This design comes from an exercise in tuning for small area on the open sky130 flow, not from production work.
In this exercise RTL edits were held to simulation tests only and were not proved equivalent to the original.
Power is estimated from default activity; no workload was simulated.

==> run a <==
==> flow/design.v <==
`timescale 1ns / 1ps
module Tcp
	#(
		parameter mac  = 48'h000000000000,
		parameter ip   = 32'h11223344,
		parameter port = 16'd80
	) (
		input CLOCK,
		input rst,          
		input newpkt,
		input dataValid,
		input [7:0] data,
		input rejoin,       
		input [15:0] tcpA_src_port,     tcpB_src_port,      tcpC_src_port,      tcpD_src_port,
		input [31:0] tcpA_src_ip,       tcpB_src_ip,        tcpC_src_ip,        tcpD_src_ip,
		input [15:0] tcpA_dst_port,     tcpB_dst_port,      tcpC_dst_port,      tcpD_dst_port,
		input [31:0] tcpA_dst_ip,       tcpB_dst_ip,        tcpC_dst_ip,        tcpD_dst_ip,
		output       outDataMatchA,
		output       outDataMatchB,
		output       outDataMatchC,
		output       outDataMatchD,
		output       tcp_matchA,        tcp_matchB,         tcp_matchC,         tcp_matchD,
		output reg   gappedA,
		output reg   gappedB,
		output       gappedC,
		output       gappedD,
		output reg [7:0] outData,
		output reg outDataPayload,
		output reg outnewpkt,
		output reg [15:0] tcp_src_port,
		output reg [31:0] tcp_src_ip,
		output reg [15:0] tcp_dst_port,
		output reg [31:0] tcp_dst_ip,
		output [7:0] mss
	);
	localparam [4:0] wIDLE = 5'd0;
	localparam [4:0] wE0   = 5'd1;    
	localparam [4:0] wE1   = 5'd2;    
	localparam [4:0] wE2   = 5'd3;    
	localparam [4:0] wE3   = 5'd4;    
	localparam [4:0] wVQ   = 5'd5;    
	localparam [4:0] wTT   = 5'd6;    
	localparam [4:0] wI0   = 5'd7;    
	localparam [4:0] wI1   = 5'd8;    
	localparam [4:0] wI2   = 5'd9;    
	localparam [4:0] wI3   = 5'd10;   
	localparam [4:0] wI4   = 5'd11;   
	localparam [4:0] wIO   = 5'd12;   
	localparam [4:0] wT0   = 5'd13;   
	localparam [4:0] wT1   = 5'd14;   
	localparam [4:0] wT2   = 5'd15;   
	localparam [4:0] wT3   = 5'd16;   
	localparam [4:0] wT4   = 5'd17;   
	localparam [4:0] wTO   = 5'd18;   
	localparam [4:0] wDATA = 5'd19;   
	reg [4:0]  w;
	reg [1:0]  b;
	reg [3:0]  cnt;         
	reg        isTCP;       
	reg        syn;
	reg [15:0] tlen;        
	reg [31:0] seqBuf;
	reg [31:0] seqA, seqB;
	reg        seqAv, seqBv;
	reg [11:0] fa, fb, fc, fd;   
	assign tcp_matchA = &fa;
	assign tcp_matchB = &fb;
	assign tcp_matchC = &fc;
	assign tcp_matchD = &fd;
	assign outDataMatchA = outDataPayload & tcp_matchA;
	assign outDataMatchB = outDataPayload & tcp_matchB;
	assign outDataMatchC = outDataPayload & tcp_matchC;
	assign outDataMatchD = outDataPayload & tcp_matchD;
	assign gappedC = 1'b0;
	assign gappedD = 1'b0;
	assign mss = 8'd0;
	wire adv = dataValid & ~newpkt;
	wire b0 = (b == 2'd0);
	wire b1 = (b == 2'd1);
	wire b2 = (b == 2'd2);
	wire b3 = (b == 2'd3);
	wire inI3 = (w == wI3);
	wire inI4 = (w == wI4);
	wire inT0 = (w == wT0);
	wire inT3 = (w == wT3);
	wire inOpt = (w == wIO) | (w == wTO);
	wire [11:0] sel = {inT0 & b3, inT0 & b2, inT0 & b1, inT0 & b0,
	                   inI4 & b3, inI4 & b2, inI4 & b1, inI4 & b0,
	                   inI3 & b3, inI3 & b2, inI3 & b1, inI3 & b0};
	wire eqA, eqB, eqC, eqD;
	TcpCmp cmpA (.sel(sel), .data(data), .sip(tcpA_src_ip), .dip(tcpA_dst_ip), .sp(tcpA_src_port), .dp(tcpA_dst_port), .eq(eqA));
	TcpCmp cmpB (.sel(sel), .data(data), .sip(tcpB_src_ip), .dip(tcpB_dst_ip), .sp(tcpB_src_port), .dp(tcpB_dst_port), .eq(eqB));
	TcpCmp cmpC (.sel(sel), .data(data), .sip(tcpC_src_ip), .dip(tcpC_dst_ip), .sp(tcpC_src_port), .dp(tcpC_dst_port), .eq(eqC));
	TcpCmp cmpD (.sel(sel), .data(data), .sip(tcpD_src_ip), .dip(tcpD_dst_ip), .sp(tcpD_src_port), .dp(tcpD_dst_port), .eq(eqD));
	wire cnt5   = (cnt == 4'd5);
	wire tlen40 = (tlen == 16'd40);
	wire tlen41 = (tlen == 16'd41);
	wire inData  = (w == wDATA);
	wire inWin0  = inT3 & b2;
	wire decT    = inOpt | inData;
	always @(posedge CLOCK) begin
		if (rst) begin
			w <= wIDLE;
		end else if (newpkt) begin
			w <= wE0;
			b <= 2'd2;
		end else if (dataValid) begin
			b <= b + 2'd1;
			case (w)
				wIDLE: w <= wIDLE;
				wE0:   if (b3) w <= wE1;
				wE1:   if (b3) w <= wE2;
				wE2:   if (b3) w <= wE3;
				wE3:   if (b2) w <= (data == 8'h81) ? wVQ : (data == 8'h08) ? wTT : wIDLE;
				wVQ:   if (b1) w <= wE3;
				wTT:   w <= (data == 8'h00) ? wI0 : wIDLE;
				wI0:   if (b3) w <= wI1;
				wI1:   if (b3) w <= wI2;
				wI2:   if (b3) w <= wI3;
				wI3:   if (b3) w <= wI4;
				wI4, wIO:
				       if (b3) w <= !cnt5 ? wIO : isTCP ? wT0 : wIDLE;
				wT0:   if (b3) w <= wT1;
				wT1:   if (b3) w <= wT2;
				wT2:   if (b3) w <= wT3;
				wT3:   if (b3) w <= wT4;
				wT4:   if (b3) w <= !cnt5 ? wTO : !tlen40 ? wDATA : wIDLE;
				wTO:   if (b3) w <= !cnt5 ? wTO : !tlen41 ? wDATA : wIDLE;
				wDATA: if (tlen41) w <= wIDLE;
				default: w <= wIDLE;
			endcase
		end
	end
	always @(posedge CLOCK) begin
		if (adv) begin
			if (w == wI0 && b0) cnt <= data[3:0];
			if (inT3 && b0)     cnt <= data[7:4];
			if (inOpt && b0) cnt <= cnt - 4'd1;
			if (w == wI2 && b1) isTCP <= (data == 8'h06);
			if (inT3 && b1) syn <= data[1];
			if (w == wT1)
				seqBuf <= {seqBuf[23:0], data};
			if (w == wI0 && b2) tlen[15:8] <= data;
			if (w == wI0 && b3) tlen[7:0] <= data;
			if (decT)          tlen <= tlen - 16'd1;
		end
	end
	integer k;
	always @(posedge CLOCK) begin
		for (k = 0; k < 11; k = k + 1)
			if (adv && sel[k]) begin
				fa[k] <= eqA;
				fb[k] <= eqB;
				fc[k] <= eqC;
				fd[k] <= eqD;
			end
		if (rst) begin
			fa[11] <= 1'b0;
			fb[11] <= 1'b0;
			fc[11] <= 1'b0;
			fd[11] <= 1'b0;
		end else if (adv && sel[11]) begin
			fa[11] <= eqA;
			fb[11] <= eqB;
			fc[11] <= eqC;
			fd[11] <= eqD;
		end
	end
	wire [7:0]  dr = rst ? 8'd0 : data;
	wire [11:0] cap = {12{rst}} | ({12{adv}} & sel);
	always @(posedge CLOCK) begin
		if (cap[0])  tcp_src_ip[31:24] <= dr;
		if (cap[1])  tcp_src_ip[23:16] <= dr;
		if (cap[2])  tcp_src_ip[15:8]  <= dr;
		if (cap[3])  tcp_src_ip[7:0]   <= dr;
		if (cap[4])  tcp_dst_ip[31:24] <= dr;
		if (cap[5])  tcp_dst_ip[23:16] <= dr;
		if (cap[6])  tcp_dst_ip[15:8]  <= dr;
		if (cap[7])  tcp_dst_ip[7:0]   <= dr;
		if (cap[8])  tcp_src_port[15:8] <= dr;
		if (cap[9])  tcp_src_port[7:0]  <= dr;
		if (cap[10]) tcp_dst_port[15:8] <= dr;
		if (cap[11]) tcp_dst_port[7:0]  <= dr;
	end
	wire [3:0] bsel = {b3, b2, b1, b0};
	wire neA, neB;
	TcpSeqByte sbA (.bsel(bsel & {4{seqAv}}), .q(seqA), .d(data), .ne(neA));
	TcpSeqByte sbB (.bsel(bsel & {4{seqBv}}), .q(seqB), .d(data), .ne(neB));
	reg diffA, diffB;
	always @(posedge CLOCK) begin
		if (adv && w == wT1) begin
			diffA <= (diffA & ~b0) | neA;
			diffB <= (diffB & ~b0) | neB;
		end
	end
	always @(posedge CLOCK) begin
		if (inWin0 && syn && tcp_matchA) seqA <= seqBuf;
		if (inWin0 && syn && tcp_matchB) seqB <= seqBuf;
	end
	always @(posedge CLOCK) begin
		if (rst) begin
			seqAv <= 1'b0;
			seqBv <= 1'b0;
			gappedA <= 1'b0;
			gappedB <= 1'b0;
		end else if (inWin0) begin
			if (syn) begin
				if (tcp_matchA) seqAv <= 1'b1;
				if (tcp_matchB) seqBv <= 1'b1;
			end else begin
				gappedA <= tcp_matchA && diffA;
				gappedB <= tcp_matchB && diffB;
			end
		end
	end
	always @(posedge CLOCK) begin
		if (rst) begin
			outData <= 0;
			outDataPayload <= 0;
			outnewpkt <= 0;
		end else begin
			outData <= data;
			outDataPayload <= dataValid && inData;
			outnewpkt <= dataValid && ((w == wT4 || w == wTO) && b3) && !tlen40 && cnt5;
		end
	end
endmodule
module TcpCmp (
		input  [11:0] sel,
		input  [7:0]  data,
		input  [31:0] sip,
		input  [31:0] dip,
		input  [15:0] sp,
		input  [15:0] dp,
		output        eq
	);
	wire [7:0] ne;
	genvar b;
	generate
		for (b = 0; b < 8; b = b + 1) begin : g
			wire y0, y1, y2, y3;
			TcpAoi222 m0 (.a1(sel[0]),  .a2(sip[24+b]), .b1(sel[1]),  .b2(sip[16+b]), .c1(sel[2]),  .c2(sip[8+b]), .y(y0));
			TcpAoi222 m1 (.a1(sel[3]),  .a2(sip[b]),    .b1(sel[4]),  .b2(dip[24+b]), .c1(sel[5]),  .c2(dip[16+b]), .y(y1));
			TcpAoi222 m2 (.a1(sel[6]),  .a2(dip[8+b]),  .b1(sel[7]),  .b2(dip[b]),    .c1(sel[8]),  .c2(sp[8+b]), .y(y2));
			TcpAoi222 m3 (.a1(sel[9]),  .a2(sp[b]),     .b1(sel[10]), .b2(dp[8+b]),   .c1(sel[11]), .c2(dp[b]), .y(y3));
			assign ne[b] = ~(y0 & y1 & y2 & y3) ^ data[b];
		end
	endgenerate
	assign eq = ~|ne;
endmodule
module TcpAoi222 (
		input  a1, a2, b1, b2, c1, c2,
		output y
	);
	assign y = ~((a1 & a2) | (b1 & b2) | (c1 & c2));
endmodule
module TcpSeqByte (
		input  [3:0]  bsel,
		input  [31:0] q,
		input  [7:0]  d,
		output        ne
	);
	wire [7:0] x;
	genvar i;
	generate
		for (i = 0; i < 8; i = i + 1) begin : g
			wire y0, y1;
			TcpAoi22 m0 (.a1(bsel[0]), .a2(q[24+i]), .b1(bsel[1]), .b2(q[16+i]), .y(y0));
			TcpAoi22 m1 (.a1(bsel[2]), .a2(q[8+i]),  .b1(bsel[3]), .b2(q[i]),    .y(y1));
			assign x[i] = ~(y0 & y1) ^ d[i];
		end
	endgenerate
	assign ne = |x;
endmodule
module TcpAoi22 (
		input  a1, a2, b1, b2,
		output y
	);
	assign y = ~((a1 & a2) | (b1 & b2));
endmodule
==> flow/flow/run.sh <==
#!/bin/bash
# Layout: the standard flow (standard synthesis unchanged), with
#  - the smallest buffer (buf_1) on every input and output port,
#  - a clock tree of clkbuf_4 cells in clusters of at most 10 sinks, without
#    dummy loads.
# make's full output goes to standard.log in the work folder; ORFS keeps each
# step's own log under orfs/logs.
set -euo pipefail
export BUFFER_PORTS_ARGS="-buffer_cell sky130_fd_sc_hd__buf_1"
export CTS_ARGS="-sink_clustering_enable -repair_clock_nets -dont_use_dummy_load -buf_list sky130_fd_sc_hd__clkbuf_4 -sink_clustering_size 10 -sink_clustering_max_diameter 50"
bash standard.sh finish > standard.log 2>&1
==> flow/standard.sh <==
#!/bin/bash
# synth_recipe.tcl (not shown) runs the flow's synth.tcl, then flattens the netlist and writes it again
# the make line also repeats each setting of config.mk as NAME=value (left out here)
make -C /OpenROAD-flow-scripts/flow DESIGN_CONFIG=/design/flow/config.mk WORK_HOME=/design/flow/orfs CLKGATE_MAP_FILE= SYNTH_SCRIPT=/design/flow/synth_recipe.tcl "${@:-finish}"
==> flow/config.mk <==
export PLATFORM = sky130hd
export DESIGN_NAME = Tcp
export DESIGN_NICKNAME = Tcp
export VERILOG_FILES = /design/flow/design.v
export SDC_FILE = /design/flow/constraint.sdc
export NUM_CORES = 4
export LEC_CHECK = 0
export CAP_MARGIN = 20
export CORE_MARGIN = 2
export CORE_UTILIZATION = 40
export SLEW_MARGIN = 20
export SYNTH_HIERARCHICAL = 1
export SYNTH_MINIMUM_KEEP_SIZE = 0
==> flow/constraint.sdc <==
create_clock -name core_clock -period 5.0 [get_ports {CLOCK}]
set_input_delay 1.0000 -clock core_clock [delete_from_list [all_inputs] [get_ports {CLOCK}]]
set_output_delay 1.0000 -clock core_clock [all_outputs]
set_load 0.01 [all_outputs]
==> run b (differences from run a) <==
--- a/flow/flow/run.sh
+++ b/flow/flow/run.sh
@@ -4,3 +4,5 @@
 #  - a clock tree of clkbuf_4 cells in clusters of at most 10 sinks, without
-#    dummy loads.
+#    dummy loads,
+#  - power recovery (downsizing of gates off the critical paths) after global
+#    routing.
 # make's full output goes to standard.log in the work folder; ORFS keeps each
@@ -10,2 +12,3 @@
 export CTS_ARGS="-sink_clustering_enable -repair_clock_nets -dont_use_dummy_load -buf_list sky130_fd_sc_hd__clkbuf_4 -sink_clustering_size 10 -sink_clustering_max_diameter 50"
+export RECOVER_POWER=100
 bash standard.sh finish > standard.log 2>&1
==> run c (differences from run a) <==
--- a/flow/design.v
+++ b/flow/design.v
@@ -86,3 +86,3 @@
 	wire inOpt = (w == wIO) | (w == wTO);
-	wire [11:0] sel = {inT0 & b3, inT0 & b2, inT0 & b1, inT0 & b0,
+	wire [11:0] sel = {12{adv}} & {inT0 & b3, inT0 & b2, inT0 & b1, inT0 & b0,
 	                   inI4 & b3, inI4 & b2, inI4 & b1, inI4 & b0,
@@ -147,25 +147,18 @@
 	end
+	wire [7:0]  dr = rst ? 8'd0 : data;
+	wire [11:0] cap = {12{rst}} | sel;
+	wire eqAr = eqA & ~rst;
+	wire eqBr = eqB & ~rst;
+	wire eqCr = eqC & ~rst;
+	wire eqDr = eqD & ~rst;
 	integer k;
 	always @(posedge CLOCK) begin
-		for (k = 0; k < 11; k = k + 1)
-			if (adv && sel[k]) begin
-				fa[k] <= eqA;
-				fb[k] <= eqB;
-				fc[k] <= eqC;
-				fd[k] <= eqD;
+		for (k = 0; k < 12; k = k + 1)
+			if (cap[k]) begin
+				fa[k] <= eqAr;
+				fb[k] <= eqBr;
+				fc[k] <= eqCr;
+				fd[k] <= eqDr;
 			end
-		if (rst) begin
-			fa[11] <= 1'b0;
-			fb[11] <= 1'b0;
-			fc[11] <= 1'b0;
-			fd[11] <= 1'b0;
-		end else if (adv && sel[11]) begin
-			fa[11] <= eqA;
-			fb[11] <= eqB;
-			fc[11] <= eqC;
-			fd[11] <= eqD;
-		end
-	end
-	wire [7:0]  dr = rst ? 8'd0 : data;
-	wire [11:0] cap = {12{rst}} | ({12{adv}} & sel);
+	end
 	always @(posedge CLOCK) begin
@@ -266,6 +259,5 @@
 		for (i = 0; i < 8; i = i + 1) begin : g
-			wire y0, y1;
-			TcpAoi22 m0 (.a1(bsel[0]), .a2(q[24+i]), .b1(bsel[1]), .b2(q[16+i]), .y(y0));
-			TcpAoi22 m1 (.a1(bsel[2]), .a2(q[8+i]),  .b1(bsel[3]), .b2(q[i]),    .y(y1));
-			assign x[i] = ~(y0 & y1) ^ d[i];
+			wire y0;
+			TcpAoi222 m (.a1(bsel[0]), .a2(q[24+i]), .b1(bsel[1]), .b2(q[16+i]), .c1(bsel[2]), .c2(q[8+i]), .y(y0));
+			assign x[i] = ~(y0 & ~(bsel[3] & q[i])) ^ d[i];
 		end
@@ -274,7 +266 @@
 endmodule
-module TcpAoi22 (
-		input  a1, a2, b1, b2,
-		output y
-	);
-	assign y = ~((a1 & a2) | (b1 & b2));
-endmodule
==> run d (differences from run a) <==
==> flow/design.v, changed modules only <==
module TcpSeqByte (
		input  [3:0]  bsel,
		input  [31:0] q,
		input  [7:0]  d,
		output        ne
	);
	wire [7:0] x;
	genvar i;
	generate
		for (i = 0; i < 8; i = i + 1) begin : g
			wire y0;
			TcpAoi222 m (.a1(bsel[0]), .a2(q[24+i]), .b1(bsel[1]), .b2(q[16+i]), .c1(bsel[2]), .c2(q[8+i]), .y(y0));
			assign x[i] = ~(y0 & ~(bsel[3] & q[i])) ^ d[i];
		end
	endgenerate
	assign ne = |x;
endmodule
// module TcpAoi22 removed
==> notes.md <==
Met2 track demand over resource in global routing: run b 51.0%; run a 51.0%; run d 51.7%; run c 47.8%
Overall power of the completed layout: run b 4.10 mW; run a 4.10 mW; run d 4.17 mW; run c 4.16 mW
Total number of vias: run b 11,700; run a 11,600; run d 11,800; run c 11,300
Simple-gate portion of the synthesized area: run b 12.0%; run a 12.0%; run d 11.2%; run c 10.5%
Total internal power: run b 3.12 mW; run a 3.13 mW; run d 3.15 mW; run c 3.17 mW
Fraction of synthesized cell area in xor and xnor cells: run b 3.34%; run a 3.34%; run d 4.49%; run c 4.45%
Power of the clock network: run b 1.03 mW; run a 1.03 mW; run d 1.09 mW; run c 1.06 mW
Number of ordinary and repair buffers in the finished layout: run b 539; run a 539; run d 543; run c 548
Combined flip-flop and latch cell area: run b 8330 um2; run a 8330 um2; run d 8330 um2; run c 8370 um2
Worst reg-to-reg setup slack: run b 0.78 ns; run a 1.23 ns; run d 1.08 ns; run c 1.08 ns
Metal1 wirelength: run b 20,400 um; run a 20,800 um; run d 22,100 um; run c 18,800 um
Number of iterations in the first detailed-routing pass: run b 11; run a 12; run d 10; run c 13
Status: run b complete, but fails checks; run a finished clean; run d finished clean; run c finished clean
Reasons for failing layout checks: run b capacitance limit, slew limit; run a -; run d -; run c -
Number of enable-type register cells in the synthesized netlist: run b 262; run a 262; run d 262; run c 266
Share of the core filled with cells: run b 49.4%; run a 49.7%; run d 49.8%; run c 49.8%

## afterwards: timing with drivers on the ports
Ports are ideal in the flow. The routed layouts listed here were re-timed in OpenROAD.
Step 1 (the two cells are an assumption about what drives the block):
set clk [get_ports {CLOCK}]
set_driving_cell -lib_cell sky130_fd_sc_hd__clkbuf_16 $clk
set_driving_cell -lib_cell sky130_fd_sc_hd__buf_2 [delete_from_list [all_inputs] $clk]
Step 2 also shifts input and output timing later by t, the mid clock arrival at the registers, as if the neighbouring blocks saw the same clock.
Slacks: ideal ports / drivers / drivers and shift; pairs: ideal ports / drivers.
run | t, ns | setup slack, ns | clock arrival spread, ns
run a | 0.684 | 1.228 / 1.228 / 1.228 | 0.086 / 0.085
run b | 0.683 | 0.778 / 0.778 / 0.778 | 0.084 / 0.084
run c | 0.660 | 1.078 / 1.078 / 0.660 | 0.102 / 0.102
run d | 0.654 | 1.082 / 1.082 / 1.082 | 0.112 / 0.112
The setup slack of run c, which loses most, moves by 0.000 ns with the drivers and by -0.418 ns with both steps.
